This design comes from an exercise in tuning for small area, a short achievable clock period and few clock cycles on the open sky130 flow, not from production work.
Function was checked by simulation only, so behaviour that the tests miss may differ from the original.
The clock port is modelled as an ideal driver; clocking choices that lean on that would not hold on a real chip.
No activity file was given, so power comes from the tool's default toggle rates.

== north ==
## LOONG_ENC
module LOONG_ENC (
    input  wire        clk,
    input  wire        reset,         
    input  wire        start,
    input  wire [63:0] plaintext,
    input  wire [63:0] roundKey,
    output reg  [63:0] ciphertext,
    output reg         done
);
localparam [63:0] CIPHER_CONST = 64'h6407_1204_6107_1004;
wire [63:0] txt_m;
wire [63:0] key_m;
text_matrix matirx_form (
    .text(plaintext),
    .RKey(roundKey),
    .txt_matrix(txt_m),
    .key_matrix(key_m)
);
always @(posedge clk or negedge reset) begin
    if (~reset) done <= 1'b0;
    else        done <= start;
end
always @(posedge clk) begin
    ciphertext <= txt_m ^ key_m ^ CIPHER_CONST;
end
endmodule
clock: 5.0 ns
lec_check: 0
cap_margin: 20
core_margin: 2
core_utilization: 40
slew_margin: 20
standard.sh (not shown) runs the stock make flow with config.mk's settings and CLKGATE_MAP_FILE= SYNTH_SCRIPT=/design/flow/synth_recipe.tcl, a recipe that flattens the netlist after the stock synthesis.
==> flow/flow/run.sh <==
#!/bin/bash
# Layout flow: the standard synthesis and ORFS flow (standard.sh), with
#  - buf_1 port buffers;
#  - the output pins spread evenly along the edges (flow/pins.tcl);
#  - each output register and its port buffer side by side next to the pin
#    (flow/place.tcl, released by flow/post_dp.tcl), mirrored so that the
#    register's Q faces the buffer (flow/post_cts.tcl; incremental repair after
#    global routing is skipped, as its legalization would undo the mirroring);
#  - a one-level clock distribution, four buf_12 driven by the clock port
#    (flow/clk.tcl via flow/pre_cts.tcl), in place of the CTS tree.
# Each tool's output goes to its own log in the work folder (synth.log,
# layout.log, and ORFS's per-step logs under orfs/logs).
set -euo pipefail
W=$(pwd)
bash standard.sh synth > "$W/synth.log" 2>&1
bash standard.sh \
  BUFFER_PORTS_ARGS="-buffer_cell sky130_fd_sc_hd__buf_1" \
  PRE_IO_PLACEMENT_TCL="$W/flow/pins.tcl" \
  PRE_DETAIL_PLACE_TCL="$W/flow/place.tcl" \
  POST_DETAIL_PLACE_TCL="$W/flow/post_dp.tcl" \
  PRE_CTS_TCL="$W/flow/pre_cts.tcl" \
  POST_CTS_TCL="$W/flow/post_cts.tcl" \
  SKIP_INCREMENTAL_REPAIR=1 \
  CTS_ARGS="-buf_list sky130_fd_sc_hd__buf_16 -root_buf sky130_fd_sc_hd__buf_16 -dont_use_dummy_load" \
  finish > "$W/layout.log" 2>&1
==> flow/flow/pre_cts.tcl <==
# Runs before ORFS's CTS step: build the clock distribution here (the clock
# port drives four buffers, each feeding the registers of one sector), after
# which clock_tree_synthesis finds the clock net already buffered and skips it.
source [file join [file dirname [info script]] clk.tcl]
my_clock_buffers 4 sky130_fd_sc_hd__buf_16
Other scripts of this flow, unchanged in this note and not shown: flow/flow/clk.tcl, flow/flow/pins.tcl, flow/flow/place.tcl, flow/flow/post_cts.tcl, flow/flow/post_dp.tcl, flow/flow/sites.tcl
north finished every stage and its layout cleared the timing, design-rule and antenna checks.
Testbench counts of north, summed over its fixed seeds: cycles 960.
[inputs] south vs north
Settings: a change of CORE_UTILIZATION from 40 to 50.
-- flow/flow/run.sh --
<<< north, line 22
  POST_CTS_TCL="$W/flow/post_cts.tcl" \
  SKIP_INCREMENTAL_REPAIR=1 \
  CTS_ARGS="-buf_list sky130_fd_sc_hd__buf_16 -root_buf sky130_fd_sc_hd__buf_16 -dont_use_dummy_load" \
  finish > "$W/layout.log" 2>&1
>>> south, line 22
  POST_CTS_TCL="$W/flow/post_cts.tcl" \
  SKIP_INCREMENTAL_REPAIR=1 \
  CTS_ARGS="-buf_list sky130_fd_sc_hd__buf_12 -root_buf sky130_fd_sc_hd__buf_12 -dont_use_dummy_load" \
  finish > "$W/layout.log" 2>&1
==> flow/flow/pre_cts.tcl <==
# Runs before ORFS's CTS step: build the clock distribution here (the clock
# port drives four buffers, each feeding the registers of one sector), after
# which clock_tree_synthesis finds the clock net already buffered and skips it.
source [file join [file dirname [info script]] clk.tcl]
my_clock_buffers 4 sky130_fd_sc_hd__buf_12
==> comparison <==
Compared with north, in south fmax barely changed, slack of the critical path barely changed.
south ended with more met1 usage in global routing than north.
Between north and south, part of the power in combinational logic increased.
--- input diff south..east ---
Settings: swapping 50 for 40 in CORE_UTILIZATION.
-- flow/flow/run.sh --
<<< south, line 22
  POST_CTS_TCL="$W/flow/post_cts.tcl" \
  SKIP_INCREMENTAL_REPAIR=1 \
  CTS_ARGS="-buf_list sky130_fd_sc_hd__buf_12 -root_buf sky130_fd_sc_hd__buf_12 -dont_use_dummy_load" \
  finish > "$W/layout.log" 2>&1
>>> east, line 22
  POST_CTS_TCL="$W/flow/post_cts.tcl" \
  SKIP_INCREMENTAL_REPAIR=1 \
  CTS_ARGS="-buf_list sky130_fd_sc_hd__buf_8 -root_buf sky130_fd_sc_hd__buf_8 -dont_use_dummy_load" \
  finish > "$W/layout.log" 2>&1
==> flow/flow/pre_cts.tcl <==
# Runs before ORFS's CTS step: build the clock distribution here (the clock
# port drives four buffers, each feeding the registers of one sector), after
# which clock_tree_synthesis finds the clock net already buffered and skips it.
source [file join [file dirname [info script]] clk.tcl]
my_clock_buffers 4 sky130_fd_sc_hd__buf_8
--- outcome ---
Compared with south, east instantiates a larger number of standard cells. Origin of the worst setup path: ciphertext[40]$_DFF_P_ -> south, done$_DFF_PN0_ -> east. The sequential share of layout area in east was higher than what south gave. Going from south to east, final design area excluding fillers shrank slightly.
--- input diff east..west ---
-- flow/flow/run.sh --
<<< east, line 22
  POST_CTS_TCL="$W/flow/post_cts.tcl" \
  SKIP_INCREMENTAL_REPAIR=1 \
  CTS_ARGS="-buf_list sky130_fd_sc_hd__buf_8 -root_buf sky130_fd_sc_hd__buf_8 -dont_use_dummy_load" \
  finish > "$W/layout.log" 2>&1
>>> west, line 22
  POST_CTS_TCL="$W/flow/post_cts.tcl" \
  SKIP_INCREMENTAL_REPAIR=1 \
  CTS_ARGS="-buf_list sky130_fd_sc_hd__buf_16 -root_buf sky130_fd_sc_hd__buf_16 -dont_use_dummy_load" \
  finish > "$W/layout.log" 2>&1
==> flow/flow/pre_cts.tcl <==
# Runs before ORFS's CTS step: build the clock distribution here (the clock
# port drives four buffers, each feeding the registers of one sector), after
# which clock_tree_synthesis finds the clock net already buffered and skips it.
source [file join [file dirname [info script]] clk.tcl]
my_clock_buffers 2 sky130_fd_sc_hd__buf_16
[summary]
- Delta (west minus east): synthesized cell count barely changed; combinational power saw little to no change.
- Going from east to west, minimum period implied by the final worst setup slack went up; maximum fanout encountered on the critical timing path flat; met2 wire length decreased about 1.4%; global-route usage over all layers about even; final layout net count lost 2.
- Design area: east vs west — no meaningful difference
Changes in middle relative to west:
-- flow/flow/run.sh --
<<< west, line 22
  POST_CTS_TCL="$W/flow/post_cts.tcl" \
  SKIP_INCREMENTAL_REPAIR=1 \
  CTS_ARGS="-buf_list sky130_fd_sc_hd__buf_16 -root_buf sky130_fd_sc_hd__buf_16 -dont_use_dummy_load" \
  finish > "$W/layout.log" 2>&1
>>> middle, line 22
  POST_CTS_TCL="$W/flow/post_cts.tcl" \
  SKIP_INCREMENTAL_REPAIR=1 \
  CTS_ARGS="-buf_list sky130_fd_sc_hd__buf_12 -root_buf sky130_fd_sc_hd__buf_12 -dont_use_dummy_load" \
  finish > "$W/layout.log" 2>&1
==> flow/flow/pre_cts.tcl <==
# Runs before ORFS's CTS step: build the clock distribution here (the clock
# port drives four buffers, each feeding the registers of one sector), after
# which clock_tree_synthesis finds the clock net already buffered and skips it.
source [file join [file dirname [info script]] clk.tcl]
my_clock_buffers 3 sky130_fd_sc_hd__buf_12
Notes after the runs:
middle ended with every stage complete and zero timing, DRC or antenna violations.
From west to middle the numbers moved as follows: worst path setup slack after routing increased 38 ps; met3 wire length grew by 1.3%.
Final hold slack in middle vs west: up 33 ps


LOONG_ENC again, from the RTL that the note above started with.
Design LOONG_ENC, start of the top module:
module LOONG_ENC (
    input  wire        clk,
    input  wire        reset,         
    input  wire        start,
    input  wire [63:0] plaintext,
    input  wire [63:0] roundKey,
    output reg  [63:0] ciphertext,
    output reg         done
);
clock: 5.0 ns
lec_check: 0
cap_margin: 20
core_margin: 2
core_utilization: 40
slew_margin: 20
==> flow/flow/run.sh <==
#!/bin/bash
# Layout flow: the standard flow, with small port buffers and a one-level
# clock tree without dummy loads. Each tool's output goes to its own log here.
set -euo pipefail
W=$(pwd)
bash standard.sh synth > "$W/synth.log" 2>&1
bash standard.sh \
  BUFFER_PORTS_ARGS="-buffer_cell sky130_fd_sc_hd__buf_1" \
  CTS_ARGS="-sink_clustering_enable -sink_clustering_size 100 -sink_clustering_max_diameter 500 -root_buf sky130_fd_sc_hd__clkbuf_16 -buf_list sky130_fd_sc_hd__clkbuf_16 -dont_use_dummy_load -repair_clock_nets" \
  finish > "$W/layout.log" 2>&1
The starting point ran to the end with no violations.
Testbench counts at the start, summed over its fixed seeds: cycles 960.
Next try:
==> flow/run.sh (new file) <==
#!/bin/bash
# synth_recipe.tcl (not shown) runs the flow's synth.tcl, then flattens the netlist and writes it again
# the make line also repeats each setting of config.mk as NAME=value (left out here)
make -C /OpenROAD-flow-scripts/flow DESIGN_CONFIG=/design/flow/config.mk WORK_HOME=/design/flow/orfs CLKGATE_MAP_FILE= SYNTH_SCRIPT=/design/flow/synth_recipe.tcl finish
removed: flow/flow/run.sh
removed: flow/standard.sh
Outcome: Worst hold slack improved by 340 ps; final area rises by 42%; routed wire length came out higher by 100%.
Next try:
==> flow/flow/run.sh (new file) <==
#!/bin/bash
# Layout flow: the standard synthesis and flow, with small port buffers and
# a one-level clock distribution (flow/clk.tcl) in place of the CTS tree.
# Each tool's output goes to its own log in the work folder.
set -euo pipefail
W=$(pwd)
bash standard.sh synth > "$W/synth.log" 2>&1
bash standard.sh \
  BUFFER_PORTS_ARGS="-buffer_cell sky130_fd_sc_hd__buf_1" \
  PRE_CTS_TCL="$W/flow/pre_cts.tcl" \
  finish > "$W/layout.log" 2>&1
==> flow/flow/clk.tcl (new file) <==
# Clock distribution: the clock port drives NCLK buffers, each at the centre
# of the registers of one sector of the die around the registers' centre.
proc my_clock_buffers { ncl cell } {
  set block [ord::get_db_block]
  set dbu [$block getDbUnitsPerMicron]
  set pins {}
  set xs 0.0; set ys 0.0
  foreach p [get_pins -of_objects [get_nets clk] -filter "direction==input"] {
    set inst [[sta::sta_to_db_pin $p] getInst]
    set bb [$inst getBBox]
    set x [expr {([$bb xMin] + [$bb xMax]) / 2.0 / $dbu}]
    set y [expr {([$bb yMin] + [$bb yMax]) / 2.0 / $dbu}]
    lappend pins [list $p $x $y]
    set xs [expr {$xs + $x}]; set ys [expr {$ys + $y}]
  }
  set n [llength $pins]
  set cx [expr {$xs / $n}]; set cy [expr {$ys / $n}]
  set pi 3.14159265358979
  set groups {}
  for {set g 0} {$g < $ncl} {incr g} { dict set groups $g {} }
  foreach e $pins {
    lassign $e p x y
    set a [expr {atan2($y - $cy, $x - $cx) + $pi}]
    set g [expr {int($a / (2 * $pi) * $ncl) % $ncl}]
    dict lappend groups $g $e
  }
  set k 0
  dict for {g es} $groups {
    if {[llength $es] == 0} continue
    set gx 0.0; set gy 0.0; set lp {}
    foreach e $es { lassign $e p x y; set gx [expr {$gx + $x}]; set gy [expr {$gy + $y}]; lappend lp $p }
    set m [llength $es]
    insert_buffer -buffer_cell $cell -net clk -load_pins $lp \
      -location [list [expr {$gx / $m}] [expr {$gy / $m}]] \
      -buffer_name clkbuf_$k -net_name clknet_$k
    puts "clock buffer clkbuf_$k: $m registers"
    incr k
  }
  foreach net [$block getNets] {
    if {[string match clknet_* [$net getName]] || [$net getName] eq "clk"} { $net setSigType CLOCK }
  }
}
==> flow/flow/pre_cts.tcl (new file) <==
# Runs before ORFS's CTS step: build the clock distribution here (the clock
# port drives four buffers, each feeding the registers of one sector), after
# which clock_tree_synthesis finds the clock net already buffered and skips it.
source [file join [file dirname [info script]] clk.tcl]
my_clock_buffers 4 sky130_fd_sc_hd__buf_6
==> flow/standard.sh (new file) <==
#!/bin/bash
# synth_recipe.tcl (not shown) runs the flow's synth.tcl, then flattens the netlist and writes it again
# the make line also repeats each setting of config.mk as NAME=value (left out here)
make -C /OpenROAD-flow-scripts/flow DESIGN_CONFIG=/design/flow/config.mk WORK_HOME=/design/flow/orfs CLKGATE_MAP_FILE= SYNTH_SCRIPT=/design/flow/synth_recipe.tcl "${@:-finish}"
removed: flow/run.sh
Worst setup slack improved by 180 ps.
Design area decreases by a quarter to a third.
Via count decreases by roughly a tenth.
Sequential cell count does not change.


LOONG_ENC again, from the RTL that the note above started with.
==> flow/config.mk <==
export PLATFORM = sky130hd
export DESIGN_NAME = LOONG_ENC
export DESIGN_NICKNAME = LOONG_ENC
export VERILOG_FILES = /design/flow/design.v
export SDC_FILE = /design/flow/constraint.sdc
export NUM_CORES = 4
export LEC_CHECK = 0
export CAP_MARGIN = 20
export CORE_MARGIN = 2
export CORE_UTILIZATION = 40
export SLEW_MARGIN = 20
==> flow/constraint.sdc <==
create_clock -name core_clock -period 5.0 [get_ports {clk}]
set_input_delay 1.0000 -clock core_clock [delete_from_list [all_inputs] [get_ports {clk}]]
set_output_delay 1.0000 -clock core_clock [all_outputs]
set_load 0.01 [all_outputs]
==> flow/flow/run.sh <==
#!/bin/bash
# Layout flow: the standard synthesis and flow, with small port buffers and
# a one-level clock distribution (flow/clk.tcl) in place of the CTS tree.
# Each tool's output goes to its own log in the work folder.
set -euo pipefail
W=$(pwd)
bash standard.sh synth > "$W/synth.log" 2>&1
bash standard.sh \
  BUFFER_PORTS_ARGS="-buffer_cell sky130_fd_sc_hd__buf_1" \
  PRE_CTS_TCL="$W/flow/pre_cts.tcl" \
  CTS_ARGS="-buf_list sky130_fd_sc_hd__clkbuf_8 -root_buf sky130_fd_sc_hd__clkbuf_8 -dont_use_dummy_load" \
  finish > "$W/layout.log" 2>&1
==> flow/flow/pre_cts.tcl <==
# Runs before ORFS's CTS step: build the clock distribution here (the clock
# port drives four buffers, each feeding the registers of one sector), after
# which clock_tree_synthesis finds the clock net already buffered and skips it.
source [file join [file dirname [info script]] clk.tcl]
my_clock_buffers 4 sky130_fd_sc_hd__clkbuf_8
Other scripts of this flow, unchanged in this note and not shown: flow/flow/clk.tcl
The starting point passed the timing, design-rule and antenna checks.
Testbench counts at the start, summed over its fixed seeds: cycles 960.
Then changed:
--- a/flow/flow/run.sh
+++ b/flow/flow/run.sh
@@ -10,3 +10,3 @@
   PRE_CTS_TCL="$W/flow/pre_cts.tcl" \
-  CTS_ARGS="-buf_list sky130_fd_sc_hd__clkbuf_8 -root_buf sky130_fd_sc_hd__clkbuf_8 -dont_use_dummy_load" \
+  CTS_ARGS="-buf_list sky130_fd_sc_hd__clkbuf_16 -root_buf sky130_fd_sc_hd__clkbuf_16 -dont_use_dummy_load" \
   finish > "$W/layout.log" 2>&1
--- a/flow/flow/pre_cts.tcl
+++ b/flow/flow/pre_cts.tcl
@@ -4,2 +4,2 @@
 source [file join [file dirname [info script]] clk.tcl]
-my_clock_buffers 4 sky130_fd_sc_hd__clkbuf_8
+my_clock_buffers 4 sky130_fd_sc_hd__clkbuf_16
PLACE_DENSITY = 0.9   (was not set)
Outcome: The new run produced a clean layout; via count came out higher by 7.1%; flip-flop and latch count is unchanged; setup slack is better by 9.3 ps; worst hold slack improves by 31 ps; routed wire length goes up by 3.3%; clock power grows by 34%; maximum frequency increases by 0.57%.
Then changed:
--- a/flow/flow/run.sh
+++ b/flow/flow/run.sh
@@ -10,3 +10,3 @@
   PRE_CTS_TCL="$W/flow/pre_cts.tcl" \
-  CTS_ARGS="-buf_list sky130_fd_sc_hd__clkbuf_16 -root_buf sky130_fd_sc_hd__clkbuf_16 -dont_use_dummy_load" \
+  CTS_ARGS="-buf_list sky130_fd_sc_hd__clkbuf_8 -root_buf sky130_fd_sc_hd__clkbuf_8 -dont_use_dummy_load" \
   finish > "$W/layout.log" 2>&1
--- a/flow/flow/pre_cts.tcl
+++ b/flow/flow/pre_cts.tcl
@@ -4,2 +4,2 @@
 source [file join [file dirname [info script]] clk.tcl]
-my_clock_buffers 4 sky130_fd_sc_hd__clkbuf_16
+my_clock_buffers 4 sky130_fd_sc_hd__clkbuf_8
CORE_UTILIZATION = 60   (was 40)
PLACE_DENSITY = not set   (was 0.9)
Power is lower by 7.4%.
Die area is lower by 32%.
Worst hold slack loses 15 ps.
Final area is lower by 2.5%.
Via count is lower by 0.75%.
Synthesized cell count does not change.
Clock power is lower by 28%.
Global-route usage is higher by 11 points.

## what the ideal ports hide
The flow's constraints put no driver on any port. The routed layouts listed below were extracted and timed again, unchanged, in two steps. Step 1: set_driving_cell puts a clkbuf_16 on clk and a buf_2 on each other input, an assumption about the parent block. Step 2 adds t to the input delays and takes it off the output delays; t is the mean of the earliest and latest rising clock arrival at the registers after step 1. Input paths then give back, and output paths get back, about the clock's delay inside the block. Three values: ideal ports, drivers, drivers and shift; two values: the first two.
run | t (ns) | setup slack, ns | hold slack, ns | latest minus earliest clock arrival (ns) | cell pins on the clock port's net
north | 0.197 | 3.417 / 3.325 / 3.352 | 0.665 / 0.619 / 0.816 | 0.006 / 0.006 | 4
south | 0.177 | 3.418 / 3.347 / 3.379 | 0.668 / 0.622 / 0.800 | 0.018 / 0.017 | 4
east | 0.177 | 3.402 / 3.338 / 3.350 | 0.653 / 0.634 / 0.811 | 0.008 / 0.008 | 4
west | 0.197 | 3.371 / 3.310 / 3.349 | 0.625 / 0.602 / 0.798 | 0.005 / 0.005 | 2
middle | 0.182 | 3.409 / 3.342 / 3.363 | 0.658 / 0.635 / 0.818 | 0.011 / 0.011 | 3
the first run of note 2 | 0.336 | 3.210 / 3.179 / 3.515 | 0.448 / 0.442 / 0.777 | 0.010 / 0.009 | 1
the second run of note 2 | 0.368 | 2.756 / 2.729 / 3.097 | 0.791 / 0.798 / 1.166 | 0.007 / 0.008 | 1
the third run of note 2 | 0.589 | 2.939 / 2.911 / 3.499 | 0.183 / 0.179 / 0.767 | 0.008 / 0.009 | 1
the first run of note 3 | 0.202 | 3.343 / 3.290 / 3.492 | 0.577 / 0.549 / 0.751 | 0.018 / 0.018 | 4
the second run of note 3 | 0.204 | 3.352 / 3.283 / 3.486 | 0.608 / 0.565 / 0.768 | 0.011 / 0.011 | 4
the third run of note 3 | 0.201 | 3.306 / 3.252 / 3.452 | 0.593 / 0.569 / 0.769 | 0.009 / 0.009 | 4
After both steps every run listed still meets setup and hold. The setup slack of north, which loses most, moves by -0.092 ns with the drivers and by -0.065 ns with both steps.
